Background: an optimization exercise with open tools, aiming at small area. Do not read the settings as production practice.
In this exercise RTL edits were held to simulation tests only and were not proved equivalent to the original.

## oak
==> flow/design.v <==
module ms53l(
    input       clk,
    input       rst_n,
    input       key_in,
    input       uart_rx,
    output      uart_tx,
    input       uart_rx_ms53l,
    output      uart_tx_ms531,
    output reg  led_out,
    output wire stcp,
    output wire shcp,
    output wire ds,
    output wire oe
);
assign uart_tx = uart_rx_ms53l;
assign oe      = ~rst_n;
reg key_d1, key_d2;
wire touch = key_d2 & ~key_d1;
always @(posedge clk or negedge rst_n)
    if (!rst_n) begin
        key_d1  <= 1'b0;
        key_d2  <= 1'b0;
        led_out <= 1'b1;
    end else begin
        key_d1  <= key_in;
        key_d2  <= key_d1;
        if (touch) led_out <= ~led_out;
    end
reg        snd_en;       
reg [12:0] gap_cnt;      
reg        give;         
reg [3:0]  byte_cnt;     
reg [8:0]  bit_cnt;      
reg [3:0]  bit_idx;      
always @(posedge clk or negedge rst_n)
    if (!rst_n) begin
        snd_en   <= 1'b0;
        gap_cnt  <= 13'd0;
        give     <= 1'b0;
        byte_cnt <= 4'd0;
    end else begin
        if (byte_cnt == 4'd11)
            snd_en <= 1'b0;
        else if (touch)
            snd_en <= 1'b1;
        if (snd_en)
            gap_cnt <= (gap_cnt == 13'd4900) ? 13'd0 : gap_cnt + 1'b1;
        give <= (gap_cnt == 13'd4900);
        if (!snd_en)
            byte_cnt <= 4'd0;
        else if (give)
            byte_cnt <= byte_cnt + 1'b1;
    end
always @(posedge clk or negedge rst_n)
    if (!rst_n) begin
        bit_cnt <= 9'd0;
        bit_idx <= 4'd9;
    end else if (give) begin
        bit_cnt <= 9'd0;
        bit_idx <= 4'd15;
    end else if (bit_idx != 4'd9) begin
        bit_cnt <= (bit_cnt == 9'd433) ? 9'd0 : bit_cnt + 1'b1;
        if (bit_cnt == 9'd3)
            bit_idx <= bit_idx + 1'b1;
    end
reg [7:0] tx_byte;
always @(*)
    case (byte_cnt)
        4'd1:    tx_byte = 8'h51;
        4'd2:    tx_byte = 8'h0B;
        4'd3:    tx_byte = 8'h00;
        4'd4:    tx_byte = 8'h01;
        4'd5:    tx_byte = 8'h00;
        4'd6:    tx_byte = 8'h05;
        4'd7:    tx_byte = 8'h02;
        4'd8:    tx_byte = 8'h00;
        4'd9:    tx_byte = 8'h64;
        4'd10:   tx_byte = 8'h0D;
        default: tx_byte = 8'h0A;
    endcase
reg tx_bit;
always @(*)
    case (bit_idx)
        4'd0:    tx_bit = 1'b0;
        4'd1:    tx_bit = tx_byte[0];
        4'd2:    tx_bit = tx_byte[1];
        4'd3:    tx_bit = tx_byte[2];
        4'd4:    tx_bit = tx_byte[3];
        4'd5:    tx_bit = tx_byte[4];
        4'd6:    tx_bit = tx_byte[5];
        4'd7:    tx_bit = tx_byte[6];
        4'd8:    tx_bit = tx_byte[7];
        default: tx_bit = 1'b1;
    endcase
assign uart_tx_ms531 = tx_bit;
reg       rxd_d0, rxd_d1;
reg       rx_flag;
reg [8:0] rx_clk;
reg [3:0] rx_cnt;
reg [7:0] rx_data;
reg [3:0] rx_bytes;      
reg [15:0] value;        
wire rx_start = rxd_d1 & ~rxd_d0;
wire rx_done  = (rx_cnt == 4'd9) && (rx_clk == 9'd2);
always @(posedge clk or negedge rst_n)
    if (!rst_n) begin
        rxd_d0  <= 1'b0;
        rxd_d1  <= 1'b0;
        rx_flag <= 1'b0;
        rx_clk  <= 9'd0;
        rx_cnt  <= 4'd0;
        rx_bytes <= 4'd0;
    end else begin
        rxd_d0 <= uart_rx_ms53l;
        rxd_d1 <= rxd_d0;
        if (rx_start)
            rx_flag <= 1'b1;
        else if ((rx_cnt == 4'd9) && (rx_clk == 9'd217))
            rx_flag <= 1'b0;
        if (rx_flag) begin
            rx_clk <= (rx_clk == 9'd433) ? 9'd0 : rx_clk + 1'b1;
            if (rx_clk == 9'd433)
                rx_cnt <= rx_cnt + 1'b1;
        end else begin
            rx_clk <= 9'd0;
            rx_cnt <= 4'd0;
        end
        if (rx_done)
            rx_bytes <= (rx_bytes == 4'd11) ? 4'd0 : rx_bytes + 1'b1;
    end
always @(posedge clk)
    if (rx_clk == 9'd217)
        rx_data <= {rxd_d1, rx_data[7:1]};
reg [1:0] ph;        
reg [3:0] bitn;      
reg [7:0] slot;      
reg [3:0] sub;       
reg       stcp_r, shcp_r;
always @(posedge clk or negedge rst_n)
    if (!rst_n) begin
        ph     <= 2'd0;
        bitn   <= 4'd13;
        slot   <= 8'd0;
        sub    <= 4'd0;
        stcp_r <= 1'b0;
        shcp_r <= 1'b0;
    end else begin
        ph <= ph + 1'b1;
        if (ph == 2'd0)
            bitn <= (bitn == 4'd13) ? 4'd0 : bitn + 1'b1;
        if (ph == 2'd3) begin
            slot <= (slot == 8'd249) ? 8'd0 : slot + 1'b1;
            sub  <= (sub == 4'd10) ? 4'd0 : sub + 1'b1;
        end
        stcp_r <= (bitn == 4'd13) && (ph == 2'd3);
        shcp_r <= ph[1];
    end
assign stcp = stcp_r;
assign shcp = shcp_r;
reg freeze, pend;
wire freeze_set = (sub == 4'd0) && (ph == 2'd0) && (slot >= 8'd228) && (slot <= 8'd238);
wire upd        = (slot == 8'd1) && (ph == 2'd0);
wire rx_wr      = rx_done && ((rx_bytes == 4'd8) || (rx_bytes == 4'd9));
wire we_hi      = !freeze && ((rx_done && rx_bytes == 4'd8) || (pend && rx_bytes == 4'd9));
wire we_lo      = !freeze && ((rx_done && rx_bytes == 4'd9) || (pend && rx_bytes == 4'd10));
always @(posedge clk or negedge rst_n)
    if (!rst_n) begin
        freeze <= 1'b0;
        pend   <= 1'b0;
        value  <= 16'd0;
    end else begin
        if (freeze_set)
            freeze <= 1'b1;
        else if (upd)
            freeze <= 1'b0;
        pend <= freeze & (pend | rx_wr);
        if (we_hi) value[15:8] <= rx_data;
        if (we_lo) value[7:0]  <= rx_data;
    end
reg [3:0] rm1, rm2, rm3, rm4;
reg [2:0] rm5;
wire first = (slot == 8'd247) && (ph == 2'd0);
wire [1:0] ord = {~slot[7] | (slot[3] & slot[0]), ~slot[0]};
wire vbit = value[~{ord, ph}];
function [4:0] dstep;    
    input [3:0] r;
    input       x;
    input       clr;
    reg   [3:0] re;
    reg   [3:0] m;
    reg         q;
    begin
        re = clr ? 4'd0 : r;
        q  = (re >= 4'd5);
        m  = q ? re - 4'd5 : re;
        dstep = {q, m[2:0], x};
    end
endfunction
wire [4:0] s1 = dstep(rm1, vbit,  first);
wire [4:0] s2 = dstep(rm2, s1[4], first);
wire [4:0] s3 = dstep(rm3, s2[4], first);
wire [4:0] s4 = dstep(rm4, s3[4], first);
always @(posedge clk) begin
    rm1 <= s1[3:0];
    rm2 <= s2[3:0];
    rm3 <= s3[3:0];
    rm4 <= s4[3:0];
    rm5 <= {rm5[1:0], s4[4]};
end
reg [2:0] dsel;      
reg [3:0] dval;      
wire z5 = (rm5 == 3'd0);
wire z4 = z5 & (rm4 == 4'd0);
wire z3 = z4 & (rm3 == 4'd0);
wire z2 = z3 & (rm2 == 4'd0);
wire [2:0] dnext = (dsel == 3'd5 || dsel == 3'd7) ? 3'd0 : dsel + 1'b1;
reg  [3:0] dnew;
always @(*)
    case (dnext)
        3'd0:    dnew = rm1;
        3'd1:    dnew = z2 ? 4'd11 : rm2;
        3'd2:    dnew = z3 ? 4'd11 : rm3;
        3'd3:    dnew = z4 ? 4'd11 : rm4;
        3'd4:    dnew = z5 ? 4'd11 : {1'b0, rm5};
        default: dnew = 4'd11;
    endcase
always @(posedge clk or negedge rst_n)
    if (!rst_n) begin
        dsel <= 3'd6;
        dval <= 4'd0;
    end else if (upd) begin
        dsel <= (dsel == 3'd6) ? 3'd7 : dnext;
        if (dsel != 3'd6)
            dval <= dnew;
    end
reg [6:0] segs;      
always @(*)
    case (dval)
        4'd0:    segs = 7'b100_0000;
        4'd1:    segs = 7'b111_1001;
        4'd2:    segs = 7'b010_0100;
        4'd3:    segs = 7'b011_0000;
        4'd4:    segs = 7'b001_1001;
        4'd5:    segs = 7'b001_0010;
        4'd6:    segs = 7'b000_0010;
        4'd7:    segs = 7'b111_1000;
        4'd8:    segs = 7'b000_0000;
        4'd9:    segs = 7'b001_0000;
        default: segs = 7'b111_1111;
    endcase
reg ds_w;
always @(*)
    case (bitn)
        4'd0, 4'd1, 4'd2, 4'd3, 4'd4, 4'd5: ds_w = (dsel == bitn[2:0]);
        4'd6:    ds_w = 1'b1;
        4'd7:    ds_w = segs[6];
        4'd8:    ds_w = segs[5];
        4'd9:    ds_w = segs[4];
        4'd10:   ds_w = segs[3];
        4'd11:   ds_w = segs[2];
        4'd12:   ds_w = segs[1];
        default: ds_w = segs[0];
    endcase
assign ds = ds_w;
endmodule
export LEC_CHECK = 0
export ABC_AREA = 1
export CAP_MARGIN = 20
export CORE_MARGIN = 2
export CORE_UTILIZATION = 40
export SLEW_MARGIN = 20
create_clock -name core_clock -period 10.0 [get_ports {clk}]
standard.sh (not shown) runs the stock make flow with config.mk's settings and CLKGATE_MAP_FILE= SYNTH_SCRIPT=/design/flow/synth_recipe.tcl, a recipe that flattens the netlist after the stock synthesis.
==> flow/flow/run.sh <==
#!/bin/bash
# Standard ORFS layout with a lighter clock tree (no dummy loads, small
# clock buffers) and minimum-size port buffers. Every tool's output is
# kept in its own log file in this folder.
set -euo pipefail
export CTS_ARGS="-sink_clustering_enable -sink_clustering_size 40 -sink_clustering_max_diameter 150 -buf_list {sky130_fd_sc_hd__clkbuf_4 sky130_fd_sc_hd__clkbuf_8} -dont_use_dummy_load -repair_clock_nets"
export BUFFER_PORTS_ARGS="-buffer_cell sky130_fd_sc_hd__buf_1"
bash standard.sh synth > synth.log 2>&1
bash standard.sh finish > layout.log 2>&1
oak finished every step from synthesis to the final layout, and the layout passed the timing, DRC and antenna checks.
#### Input delta (cedar over oak)
- CTS_CLUSTER_DIAMETER: unset -> 100
- ABC_AREA: 1 -> unset
- CTS_CLUSTER_SIZE: unset -> 50
- CTS_BUF_LIST: unset -> sky130_fd_sc_hd__clkbuf_4
==> flow/run.sh (new file) <==
#!/bin/bash
# synth_recipe.tcl (not shown) runs the flow's synth.tcl, then flattens the netlist and writes it again
# the make line also repeats each setting of config.mk as NAME=value (left out here)
make -C /OpenROAD-flow-scripts/flow DESIGN_CONFIG=/design/flow/config.mk WORK_HOME=/design/flow/orfs CLKGATE_MAP_FILE= SYNTH_SCRIPT=/design/flow/synth_recipe.tcl finish
removed: flow/flow/run.sh
removed: flow/standard.sh
### Flow results
Post-route standard cell area excluding fillers shrinks by a few percent when moving from oak to cedar. cedar ended up with clkdlybuf4s50_1 as its critical-path cell with the highest stage delay; oak ended up with clkbuf_4. Minimum period implied by the final worst setup slack, cedar and oak: lower on oak. Max freq oak -> cedar: degraded.

## what the ideal ports hide
The flow's constraints put no driver on any port. The routed layouts listed below were extracted and timed again, unchanged, in two steps.
Step 1: set_driving_cell puts a clkbuf_16 on clk and a buf_2 on each other input, an assumption about the parent block.
Step 2 moves the port delays by t, midway between the first and last clock arrival at a register: inputs arrive t later, outputs are due t later. That takes back most of the time a late clock gives input paths.
a / b / c = ideal ports / drivers / drivers and shift; a / b = the first two.
run | t (ns) | setup slack, ns | worst slew at a driven data input, ns
oak | 0.462 | 5.274 / 5.249 / 5.249 | 0.03
cedar | 0.554 | 4.909 / 4.883 / 4.883 | 0.03
After both steps every run listed still meets setup and hold. For cedar, which loses most, drivers alone change the setup slack by -0.026 ns; drivers and shift together by -0.026 ns.
